This design comes from an exercise in tuning for small area, a short achievable clock period and few clock cycles per item on the open sky130 flow, not from production work. Power figures rest on the tool's default switching activity, not on a simulated workload.

==> flow/design.v <==
module non_restoring_divider #(
    parameter DATA_WIDTH = 32
) (
    input  logic                    clk_i,
    input  logic                    clk_en_i,
    input  logic                    rst_n_i,
    input  logic [DATA_WIDTH - 1:0] dividend_i,
    input  logic [DATA_WIDTH - 1:0] divisor_i,
    input  logic                    data_valid_i,
    output logic [DATA_WIDTH - 1:0] quotient_o,
    output logic [DATA_WIDTH - 1:0] remainder_o,
    output logic                    divide_by_zero_o,
    output logic                    data_valid_o,
    output logic                    idle_o
);
    logic [31:0] divisor_q, rem_q, quo_q;
    logic [4:0]  cnt_q;
    logic        busy_q, valid_q, dbz_q;
    logic [1:0] skip;
    always_comb begin
        if      (|divisor_i[31:24]) skip = 2'd3;
        else if (|divisor_i[23:16]) skip = 2'd2;
        else if (|divisor_i[15:8])  skip = 2'd1;
        else                        skip = 2'd0;
    end
    logic [63:0] init;
    assign init = {32'b0, dividend_i} << {skip, 3'b000};
    logic [32:0] trial;
    logic [32:0] diff;
    logic        borrow;
    assign trial = {rem_q, quo_q[31]};
    logic [33:0] g, p, gc, pc;
    logic [32:0] dv;
    assign dv = {1'b0, divisor_q};
    always_comb begin
        g[0] = 1'b1;
        p[0] = 1'b0;
        for (int i = 0; i < 33; i++) begin
            g[i+1] = trial[i] & ~dv[i];
            p[i+1] = ~(trial[i] ^ dv[i]);
        end
        gc = g;
        pc = p;
        for (int l = 0; l < 6; l++)
            for (int i = 0; i < 34; i++)
                if (((i + 1) % (2 << l)) == 0) begin
                    gc[i] = gc[i] | (pc[i] & gc[i - (1 << l)]);
                    pc[i] = pc[i] & pc[i - (1 << l)];
                end
        for (int l = 4; l >= 0; l--)
            for (int i = 0; i < 34; i++)
                if (((i + 1) % (2 << l)) == (1 << l) && i >= (2 << l)) begin
                    gc[i] = gc[i] | (pc[i] & gc[i - (1 << l)]);
                    pc[i] = pc[i] & pc[i - (1 << l)];
                end
        for (int i = 0; i < 33; i++)
            diff[i] = p[i+1] ^ gc[i];
        borrow = ~gc[33];
    end
    logic start;
    assign start = !busy_q && data_valid_i;
    always_ff @(posedge clk_i) begin
        if (!rst_n_i) begin
            busy_q  <= 1'b0;
            valid_q <= 1'b0;
        end else if (clk_en_i) begin
            valid_q <= busy_q && (cnt_q == 5'd0);
            if (busy_q)
                busy_q <= (cnt_q != 5'd0);
            else
                busy_q <= data_valid_i;
        end
    end
    always_ff @(posedge clk_i) begin
        if (clk_en_i) begin
            if (!busy_q) begin
                divisor_q      <= divisor_i;
                {rem_q, quo_q} <= init;
                cnt_q          <= {~skip, 3'b111};
                dbz_q          <= (divisor_i == 32'b0);
            end else if (busy_q) begin
                rem_q <= borrow ? trial[31:0] : diff[31:0];
                quo_q <= {quo_q[30:0], !borrow};
                cnt_q <= cnt_q - 5'd1;
            end
        end
    end
    assign quotient_o       = quo_q;
    assign remainder_o      = rem_q;
    assign divide_by_zero_o = dbz_q;
    assign data_valid_o     = valid_q;
    assign idle_o           = !busy_q;
endmodule
clock: 6.0 ns
lec_check: 0
cap_margin: 20
core_margin: 2
core_utilization: 40
cts_buf_list: sky130_fd_sc_hd__clkbuf_8
setup_slack_margin: 2.7
slew_margin: 20
standard.sh (not shown) runs the stock make flow with config.mk's settings and CLKGATE_MAP_FILE= SYNTH_SCRIPT=/design/flow/synth_recipe.tcl, a recipe that flattens the netlist after the stock synthesis.
==> flow/flow/run.sh <==
#!/bin/bash
# Standard ORFS layout (the standard.sh), with small buffers on the
# ports instead of the default delay-cell buffers (repair may still upsize
# them). ORFS writes each step's log under orfs/logs; make's own output goes
# to standard.log here.
set -euo pipefail
export BUFFER_PORTS_ARGS="-buffer_cell sky130_fd_sc_hd__buf_1"

bash standard.sh > standard.log 2>&1
Edit:
--- a/flow/design.v
+++ b/flow/design.v
@@ -27,16 +27,14 @@
     assign init = {32'b0, dividend_i} << {skip, 3'b000};
     logic [32:0] trial;
-    logic [32:0] diff;
+    logic [33:0] g, p, gc, pc;
+    logic [31:0] rem_step;
     logic        borrow;
     assign trial = {rem_q, quo_q[31]};
-    logic [33:0] g, p, gc, pc;
-    logic [32:0] dv;
-    assign dv = {1'b0, divisor_q};
     always_comb begin
         g[0] = 1'b1;
         p[0] = 1'b0;
         for (int i = 0; i < 33; i++) begin
-            g[i+1] = trial[i] & ~dv[i];
-            p[i+1] = ~(trial[i] ^ dv[i]);
+            g[i+1] = trial[i] & ~((i < 32) ? divisor_q[i % 32] : 1'b0);
+            p[i+1] = ~(trial[i] ^ ((i < 32) ? divisor_q[i % 32] : 1'b0));
         end
         gc = g;
@@ -44,20 +42,12 @@
         for (int l = 0; l < 6; l++)
             for (int i = 0; i < 34; i++)
-                if (((i + 1) % (2 << l)) == 0) begin
-                    gc[i] = gc[i] | (pc[i] & gc[i - (1 << l)]);
-                    pc[i] = pc[i] & pc[i - (1 << l)];
+                if ((i >> l) & 1) begin
+                    gc[i] = gc[i] | (pc[i] & gc[((i >> l) << l) - 1]);
+                    pc[i] = pc[i] & pc[((i >> l) << l) - 1];
                 end
-        for (int l = 4; l >= 0; l--)
-            for (int i = 0; i < 34; i++)
-                if (((i + 1) % (2 << l)) == (1 << l) && i >= (2 << l)) begin
-                    gc[i] = gc[i] | (pc[i] & gc[i - (1 << l)]);
-                    pc[i] = pc[i] & pc[i - (1 << l)];
-                end
-        for (int i = 0; i < 33; i++)
-            diff[i] = p[i+1] ^ gc[i];
         borrow = ~gc[33];
+        for (int i = 0; i < 32; i++)
+            rem_step[i] = borrow ? trial[i] : (gc[i] ? ~p[i+1] : p[i+1]);
     end
-    logic start;
-    assign start = !busy_q && data_valid_i;
     always_ff @(posedge clk_i) begin
         if (!rst_n_i) begin
@@ -80,5 +70,5 @@
                 dbz_q          <= (divisor_i == 32'b0);
             end else if (busy_q) begin
-                rem_q <= borrow ? trial[31:0] : diff[31:0];
+                rem_q <= rem_step;
                 quo_q <= {quo_q[30:0], !borrow};
                 cnt_q <= cnt_q - 5'd1;
The new run finished with timing, DRC and antenna clean; clock power falls by 19%; count of clock-buffer cells in the layout stays the same; wire length falls by 5.7%; total power goes down by 4.4%; setup slack improves by 0.066 ns; core utilization goes down by 0.82 points; synthesized area went down by 1.4%; die area came out lower by 1.4%; synthesized cell count falls by 1.4%; worst hold slack got worse by 0.0052 ns; design area went down by 2.4%; via count went down by 3.9%; cell count goes down by 1.1%; global-route usage drops by 1.1 points.
Function was not checked in any run of this note: the RTL went through the layout flow alone.

Another version of the RTL of non_restoring_divider (not shown whole).
For scale: about 660 cells after synthesis, ~100 flip-flops, ~0.0065 sq mm of cells after synthesis.
==> module non_restoring_divider, before the edit <==
module non_restoring_divider #(
    parameter DATA_WIDTH = 32
) (
    input  logic                    clk_i,
    input  logic                    clk_en_i,
    input  logic                    rst_n_i,
    input  logic [DATA_WIDTH - 1:0] dividend_i,
    input  logic [DATA_WIDTH - 1:0] divisor_i,
    input  logic                    data_valid_i,
    output logic [DATA_WIDTH - 1:0] quotient_o,
    output logic [DATA_WIDTH - 1:0] remainder_o,
    output logic                    divide_by_zero_o,
    output logic                    data_valid_o,
    output logic                    idle_o
);
    logic [31:0] divisor_q, rem_q, quo_q;
    logic [4:0]  cnt_q;
    logic        busy_q, valid_q, dbz_q;
    logic [1:0] skip;
    always_comb begin
        if      (|divisor_i[31:24]) skip = 2'd3;
        else if (|divisor_i[23:16]) skip = 2'd2;
        else if (|divisor_i[15:8])  skip = 2'd1;
        else                        skip = 2'd0;
    end
    logic [63:0] init;
    assign init = {32'b0, dividend_i} << {skip, 3'b000};
    logic [32:0] trial;
    logic [32:0] diff;
    logic        borrow;
    assign trial = {rem_q, quo_q[31]};
    assign {borrow, diff} = {1'b0, trial} - {2'b00, divisor_q};
    logic start;
    assign start = !busy_q && data_valid_i;
    always_ff @(posedge clk_i) begin
        if (!rst_n_i) begin
            busy_q  <= 1'b0;
            valid_q <= 1'b0;
        end else if (clk_en_i) begin
            valid_q <= busy_q && (cnt_q == 5'd0);
            if (busy_q)
                busy_q <= (cnt_q != 5'd0);
            else
                busy_q <= data_valid_i;
        end
    end
    always_ff @(posedge clk_i) begin
        if (clk_en_i) begin
            if (start) begin
                divisor_q      <= divisor_i;
                {rem_q, quo_q} <= init;
                cnt_q          <= {~skip, 3'b111};
                dbz_q          <= (divisor_i == 32'b0);
            end else if (busy_q) begin
                rem_q <= borrow ? trial[31:0] : diff[31:0];
                quo_q <= {quo_q[30:0], !borrow};
                cnt_q <= cnt_q - 5'd1;
            end
        end
    end
    assign quotient_o       = quo_q;
    assign remainder_o      = rem_q;
    assign divide_by_zero_o = dbz_q;
    assign data_valid_o     = valid_q;
    assign idle_o           = !busy_q;
endmodule
make LEC_CHECK=0 CAP_MARGIN=20 CORE_MARGIN=2 CORE_UTILIZATION=40 SETUP_SLACK_MARGIN=2.5 SLEW_MARGIN=20 finish   # period 6.0 ns
run.sh (not shown) runs the stock make flow with config.mk's settings and CLKGATE_MAP_FILE= SYNTH_SCRIPT=/design/flow/synth_recipe.tcl, a recipe that flattens the netlist after the stock synthesis.
Stock flow here: none of the scripts above is used.
Rerun with:
==> flow/design.v (replaced) <==
module non_restoring_divider #(
    parameter DATA_WIDTH = 32
) (
    input  logic                    clk_i,
    input  logic                    clk_en_i,
    input  logic                    rst_n_i,
    input  logic [DATA_WIDTH - 1:0] dividend_i,
    input  logic [DATA_WIDTH - 1:0] divisor_i,
    input  logic                    data_valid_i,
    output logic [DATA_WIDTH - 1:0] quotient_o,
    output logic [DATA_WIDTH - 1:0] remainder_o,
    output logic                    divide_by_zero_o,
    output logic                    data_valid_o,
    output logic                    idle_o
);
    logic [31:0] divisor_q, rem_q, quo_q;
    logic [3:0]  cnt_q;
    logic        busy_q, valid_q, dbz_q;
    logic [1:0] skip;
    always_comb begin
        if      (|divisor_i[31:24]) skip = 2'd3;
        else if (|divisor_i[23:16]) skip = 2'd2;
        else if (|divisor_i[15:8])  skip = 2'd1;
        else                        skip = 2'd0;
    end
    logic [63:0] init;
    assign init = {32'b0, dividend_i} << {skip, 3'b000};
    logic [32:0] trial1, diff1, trial2, diff2;
    logic        borrow1, borrow2;
    logic [31:0] rem1;
    assign trial1 = {rem_q, quo_q[31]};
    assign {borrow1, diff1} = {1'b0, trial1} - {2'b00, divisor_q};
    assign rem1 = borrow1 ? trial1[31:0] : diff1[31:0];
    assign trial2 = {rem1, quo_q[30]};
    assign {borrow2, diff2} = {1'b0, trial2} - {2'b00, divisor_q};
    logic start;
    assign start = !busy_q && data_valid_i;
    always_ff @(posedge clk_i) begin
        if (!rst_n_i) begin
            busy_q  <= 1'b0;
            valid_q <= 1'b0;
        end else if (clk_en_i) begin
            valid_q <= busy_q && (cnt_q == 4'd0);
            if (busy_q)
                busy_q <= (cnt_q != 4'd0);
            else
                busy_q <= data_valid_i;
        end
    end
    always_ff @(posedge clk_i) begin
        if (clk_en_i) begin
            if (start) begin
                divisor_q      <= divisor_i;
                {rem_q, quo_q} <= init;
                cnt_q          <= {~skip, 2'b11};
                dbz_q          <= (divisor_i == 32'b0);
            end else if (busy_q) begin
                rem_q <= borrow2 ? trial2[31:0] : diff2[31:0];
                quo_q <= {quo_q[29:0], !borrow1, !borrow2};
                cnt_q <= cnt_q - 4'd1;
            end
        end
    end
    assign quotient_o       = quo_q;
    assign remainder_o      = rem_q;
    assign divide_by_zero_o = dbz_q;
    assign data_valid_o     = valid_q;
    assign idle_o           = !busy_q;
endmodule
After rerunning: Sequential cell count came out lower by 1. Final cell count came out higher by 38%. Hold slack gets worse by 0.082 ns. Core utilization came out higher by 8.3 points. Routed wire length came out higher by 55%. Power came out higher to 4.3 times its value. First-iteration DRC count came out lower by 6.4%. Final area came out higher by 48%. Worst setup slack gets worse by 1.7 ns. Combinational power came out higher to 12 times its value. Clock skew came out higher by 0.0088 ns. Clock-buffer cell count stays the same. Non-clock buffer count came out higher by 106.
Function was not checked in any run of this note: the RTL went through the layout flow alone.

non_restoring_divider, a different RTL version from the one above (not shown whole).
For scale: about 140 I/O pins, about 6700 µm² of cells after synthesis.
==> module non_restoring_divider, before the edit <==
module non_restoring_divider #(
    parameter DATA_WIDTH = 32
) (
    input  logic                    clk_i,
    input  logic                    clk_en_i,
    input  logic                    rst_n_i,
    input  logic [DATA_WIDTH - 1:0] dividend_i,
    input  logic [DATA_WIDTH - 1:0] divisor_i,
    input  logic                    data_valid_i,
    output logic [DATA_WIDTH - 1:0] quotient_o,
    output logic [DATA_WIDTH - 1:0] remainder_o,
    output logic                    divide_by_zero_o,
    output logic                    data_valid_o,
    output logic                    idle_o
);
    logic [31:0] divisor_q, rem_q, quo_q;
    logic [4:0]  cnt_q;
    logic        busy_q, valid_q, dbz_q;
    logic        shift16, shift8;
    logic [63:0] half, init;
    assign shift16 = |divisor_i[31:16];
    assign shift8  = shift16 ? |divisor_i[31:24] : |divisor_i[15:8];
    assign half    = shift16 ? {16'b0, dividend_i, 16'b0} : {32'b0, dividend_i};
    assign init    = shift8 ? {half[55:0], 8'b0} : half;
    logic [32:0] trial;
    logic [32:0] diff;
    logic        borrow;
    assign trial = {rem_q, quo_q[31]};
    assign {borrow, diff} = {1'b0, trial} - {2'b00, divisor_q};
    logic start;
    assign start = !busy_q && data_valid_i;
    always_ff @(posedge clk_i) begin
        if (!rst_n_i) begin
            busy_q  <= 1'b0;
            valid_q <= 1'b0;
        end else if (clk_en_i) begin
            valid_q <= busy_q && (cnt_q == 5'd0);
            if (busy_q)
                busy_q <= (cnt_q != 5'd0);
            else
                busy_q <= data_valid_i;
        end
    end
    always_ff @(posedge clk_i) begin
        if (clk_en_i) begin
            if (!busy_q) begin
                divisor_q      <= divisor_i;
                {rem_q, quo_q} <= init;
                cnt_q          <= {~shift16, ~shift8, 3'b111};
                dbz_q          <= (divisor_i == 32'b0);
            end else if (busy_q) begin
                rem_q <= borrow ? trial[31:0] : diff[31:0];
                quo_q <= {quo_q[30:0], !borrow};
                cnt_q <= cnt_q - 5'd1;
            end
        end
    end
    assign quotient_o       = quo_q;
    assign remainder_o      = rem_q;
    assign divide_by_zero_o = dbz_q;
    assign data_valid_o     = valid_q;
    assign idle_o           = !busy_q;
endmodule
Settings: LEC_CHECK=0, CAP_MARGIN=20, CORE_MARGIN=2, CORE_UTILIZATION=40, CTS_BUF_LIST=sky130_fd_sc_hd__clkbuf_8, SETUP_SLACK_MARGIN=2.7, SLEW_MARGIN=20; clock period 6.0 ns.
standard.sh (not shown) runs the stock make flow with config.mk's settings and CLKGATE_MAP_FILE= SYNTH_SCRIPT=/design/flow/synth_recipe.tcl, a recipe that flattens the netlist after the stock synthesis.
Scripts as last shown in full above: flow/flow/run.sh
The first run finished clean.
==> next run, changes <==
--- a/flow/design.v
+++ b/flow/design.v
@@ -16,11 +16,13 @@
     logic [31:0] divisor_q, rem_q, quo_q;
     logic [4:0]  cnt_q;
-    logic        busy_q, valid_q, dbz_q;
-    logic        shift16, shift8;
-    logic [63:0] half, init;
-    assign shift16 = |divisor_i[31:16];
-    assign shift8  = shift16 ? |divisor_i[31:24] : |divisor_i[15:8];
-    assign half    = shift16 ? {16'b0, dividend_i, 16'b0} : {32'b0, dividend_i};
-    assign init    = shift8 ? {half[55:0], 8'b0} : half;
+    logic        busy_q, idle_q, valid_q, dbz_q;
+    logic [2:0] skip;
+    always_comb begin
+        skip = 3'd0;
+        for (int k = 1; k < 8; k++)
+            if (|divisor_i[4*k +: 4]) skip = 3'(k);
+    end
+    logic [63:0] init;
+    assign init = {32'b0, dividend_i} << {skip, 2'b00};
     logic [32:0] trial;
     logic [32:0] diff;
@@ -28,16 +30,18 @@
     assign trial = {rem_q, quo_q[31]};
     assign {borrow, diff} = {1'b0, trial} - {2'b00, divisor_q};
-    logic start;
-    assign start = !busy_q && data_valid_i;
     always_ff @(posedge clk_i) begin
         if (!rst_n_i) begin
             busy_q  <= 1'b0;
+            idle_q  <= 1'b1;
             valid_q <= 1'b0;
         end else if (clk_en_i) begin
             valid_q <= busy_q && (cnt_q == 5'd0);
-            if (busy_q)
+            if (busy_q) begin
                 busy_q <= (cnt_q != 5'd0);
-            else
+                idle_q <= (cnt_q == 5'd0);
+            end else begin
                 busy_q <= data_valid_i;
+                idle_q <= !data_valid_i;
+            end
         end
     end
@@ -47,5 +51,5 @@
                 divisor_q      <= divisor_i;
                 {rem_q, quo_q} <= init;
-                cnt_q          <= {~shift16, ~shift8, 3'b111};
+                cnt_q          <= {~skip, 2'b11};
                 dbz_q          <= (divisor_i == 32'b0);
             end else if (busy_q) begin
@@ -60,4 +64,4 @@
     assign divide_by_zero_o = dbz_q;
     assign data_valid_o     = valid_q;
-    assign idle_o           = !busy_q;
+    assign idle_o           = idle_q;   
 endmodule
What happened: Cell area is higher by 11%. Wire length is higher by 14%. Synthesized area is higher by 8.6%. Via count is higher by 14%. Hold slack gets better by 0.013 ns. Global-route usage is higher by 0.80 points. Clock-buffer cell count stays the same. Non-clock buffer count is higher by 13.
No run of this note included a check of the RTL's function; only the layout flow was run.

[what the ideal ports hide]
In the flow no input, the clock included, has a driving cell. The finished layouts below were timed again as built, in two steps. Step 1 (the two cells are an assumption about what drives the block):
set clk [get_ports {clk_i}]
set_driving_cell -lib_cell sky130_fd_sc_hd__clkbuf_16 $clk
set_driving_cell -lib_cell sky130_fd_sc_hd__buf_2 [delete_from_list [all_inputs] $clk]
Step 2 times the ports against the registers' clock, not the clock port: input delays grow and output delays shrink by t, the midpoint of the rising clock arrivals with the driver on. a / b / c = ideal ports / drivers / drivers and shift; a / b = the first two.
run | t (ns) | setup slack, ns | hold slack, ns
the first run of note 1 | 0.428 | 2.747 / 2.761 / 2.333 | 0.568 / 0.568 / 0.568
the second run of note 1 | 0.430 | 2.813 / 2.823 / 2.394 | 0.563 / 0.563 / 0.563
the first run of note 2 | 0.399 | 2.649 / 2.666 / 2.267 | 0.582 / 0.582 / 0.582
the second run of note 2 | 0.414 | 0.940 / 0.940 / 0.940 | 0.500 / 0.500 / 0.500
the first run of note 3 | 0.431 | 2.766 / 2.766 / 2.518 | 0.564 / 0.564 / 0.564
the second run of note 3 | 0.440 | 2.742 / 2.766 / 2.326 | 0.577 / 0.577 / 0.577
After both steps every run listed still meets setup and hold. For the second run of note 1, which loses most, drivers alone change the setup slack by +0.010 ns; drivers and shift together by -0.419 ns.
